Background: an optimization exercise with open tools, aiming at small area, a short achievable clock period and few clock cycles. Do not read the settings as production practice.
RTL that was checked went through simulation tests only; none was proved equivalent to the original.

// FFT
module FFT(
input clk,
input rst_n,
input in_valid,
input signed [11:0] din_r,
input signed [11:0] din_i,
output out_valid,
output signed [15:0] dout_r,
output signed [15:0] dout_i
);
Settings: LEC_CHECK=0, CAP_MARGIN=20, CORE_MARGIN=2, CORE_UTILIZATION=60, PLACE_DENSITY=0.7, SLEW_MARGIN=20; clock period 12.0 ns.
standard.sh (not shown) runs the stock make flow with config.mk's settings and CLKGATE_MAP_FILE= SYNTH_SCRIPT=/design/flow/synth_recipe.tcl, a recipe that flattens the netlist after the stock synthesis.
==> flow/flow/run.sh <==
#!/bin/bash
# Layout flow: the standard flow (standard.sh, unchanged synthesis),
# with repair_timing aiming for 8.25 ns of setup slack and the port buffers
# made from buf_4 cells. Full tool output goes to standard.log.
set -e
bash standard.sh CORE_UTILIZATION=60 PLACE_DENSITY=0.7 SETUP_SLACK_MARGIN=8.25 TNS_END_PERCENT=100  \
    'BUFFER_PORTS_ARGS=-buffer_cell sky130_fd_sc_hd__buf_4' finish > standard.log 2>&1
Testbench counts at the start, summed over its fixed seeds: cycles 22,784.
Change:
--- a/flow/design.v
+++ b/flow/design.v
@@ -301,13 +301,13 @@
         cnt <= 7'd0;
         ov  <= 1'b0;
         ctl <= ctlf(7'd0);
     end else begin
         if ((cnt != 7'd0 || in_valid) && cnt != 7'd127) cnt <= cnt + 7'd1;
         ctl <= (cnt != 7'd0 || in_valid) ? ctlf(cnt + 7'd1) : ctlf(7'd0);
-        ov  <= (cnt >= 7'd57);     
+        if (cnt == 7'd57) ov <= 1'b1;
     end
 end
 assign out_valid = ov;
 wire       ph1 = ctl[31];
 wire [3:0] m1  = ctl[30:27];
 wire       e1  = ctl[26];
@@ -356,25 +356,23 @@
 wire [19:0] b1sr, b1cr, b1si, b1ci;
 twb #(.RW(14), .PW(20)) tw1 (.r1(d1r14), .r2(d1i14),
     .ben(a1c[21]), .bneg(a1c[20]), .cen(a1c[19]), .cneg(a1c[18]), .den(a1c[17]),
     .e16(a1c[16]), .e32(a1c[15]), .fen(a1c[14]), .f8(a1c[13]), .fneg(a1c[12]),
     .kr(a1c[11:6]), .ki(a1c[5:0]), .sr(b1sr), .cr(b1cr), .si(b1si), .ci(b1ci));
 reg [19:0] q1sr, q1cr, q1si, q1ci;
-reg q1s;
 always @(posedge clk) begin
-    q1sr <= b1sr; q1cr <= b1cr; q1si <= b1si; q1ci <= b1ci;
-    q1s <= a1s;
+    q1sr <= a1s ? b1si : b1sr; q1cr <= a1s ? b1ci : b1cr;
+    q1si <= a1s ? b1sr : b1si; q1ci <= a1s ? b1cr : b1ci;
 end
 wire [19:0] g1ar = ph1 ? {t1r[12], t1r, 6'd0} : q1sr, g1br = ph1 ? {xr[11], xr[11], xr, 6'd0} : q1cr;
 wire [19:0] g1ai = ph1 ? {t1i[12], t1i, 6'd0} : q1si, g1bi = ph1 ? {xi[11], xi[11], xi, 6'd0} : q1ci;
 wire [19:0] h1r = g1ar + g1br, h1i = g1ai + g1bi;
-wire sw1 = q1s & ~ph1;
 reg signed [19:0] o1r, o1i;
 always @(posedge clk) begin
-    o1r <= sw1 ? h1i : h1r;
-    o1i <= sw1 ? h1r : h1i;
+    o1r <= h1r;
+    o1i <= h1i;
 end
 reg signed [20:0] d2r [0:5];
 reg signed [20:0] d2i [0:5];
 reg signed [21:0] d2r6, d2i6, d2r7, d2i7;
 wire signed [20:0] t2r = d2r7[20:0], t2i = d2i7[20:0];
 wire signed [20:0] f2r, f2i;
@@ -399,25 +397,23 @@
 wire [26:0] b2sr, b2cr, b2si, b2ci;
 twb #(.RW(22), .PW(27)) tw2 (.r1(d2r6), .r2(d2i6),
     .ben(a2c[21]), .bneg(a2c[20]), .cen(a2c[19]), .cneg(a2c[18]), .den(a2c[17]),
     .e16(a2c[16]), .e32(a2c[15]), .fen(a2c[14]), .f8(a2c[13]), .fneg(a2c[12]),
     .kr(a2c[11:6]), .ki(a2c[5:0]), .sr(b2sr), .cr(b2cr), .si(b2si), .ci(b2ci));
 reg [26:0] q2sr, q2cr, q2si, q2ci;
-reg q2s;
 always @(posedge clk) begin
-    q2sr <= b2sr; q2cr <= b2cr; q2si <= b2si; q2ci <= b2ci;
-    q2s <= a2s;
+    q2sr <= a2s ? b2si : b2sr; q2cr <= a2s ? b2ci : b2cr;
+    q2si <= a2s ? b2sr : b2si; q2ci <= a2s ? b2cr : b2ci;
 end
 wire [26:0] g2ar = ph2 ? {t2r, 6'd0} : q2sr, g2br = ph2 ? {o1r[19], o1r, 6'd0} : q2cr;
 wire [26:0] g2ai = ph2 ? {t2i, 6'd0} : q2si, g2bi = ph2 ? {o1i[19], o1i, 6'd0} : q2ci;
 wire [26:0] h2r = g2ar + g2br, h2i = g2ai + g2bi;
-wire sw2 = q2s & ~ph2;
 reg signed [20:0] o2r, o2i;
 always @(posedge clk) begin
-    o2r <= sw2 ? h2i[26:6] : h2r[26:6];
-    o2i <= sw2 ? h2r[26:6] : h2i[26:6];
+    o2r <= h2r[26:6];
+    o2i <= h2i[26:6];
 end
 reg signed [21:0] d3r [0:1];
 reg signed [21:0] d3i [0:1];
 reg signed [22:0] d3r2, d3i2, d3r3, d3i3;
 wire signed [21:0] t3r = d3r3[21:0], t3i = d3i3[21:0];
 wire signed [21:0] f3r, f3i;
Setup slack gains 0.012 ns.
Via count increases by 2.3%.
Final cell count rises by 0.92%.
Routed wire length came out higher by about 5%.
Register-to-register slack improves by 0.09 ns.
The RTL of the second run of this note was laid out without a check of its function.

[separate check: timing with driven ports]
How much do the figures lean on ideal ports? The routed layouts below were timed once more, with nothing changed but the port constraints. Step 1 sets driving cells, clkbuf_16 on the clock port and buf_2 on the other inputs (assumed; they add their load-dependent delay and slew). Step 2 times the ports against the registers' clock, not the clock port: input delays grow and output delays shrink by t, the midpoint of the rising clock arrivals with the driver on. Three values: no drivers, after step 1, after step 2; two values: the first two.
run	t, ns	setup slack, ns	worst setup path after step 2	clock arrival spread, ns	cell pins on the clock port's net
the first run	0.921	8.161 / 8.067 / 8.216	register to register	0.097 / 0.096	1
the second run	0.952	8.173 / 8.085 / 8.310	register to register	0.052 / 0.052	1
After both steps setup and hold are still met in every run listed.
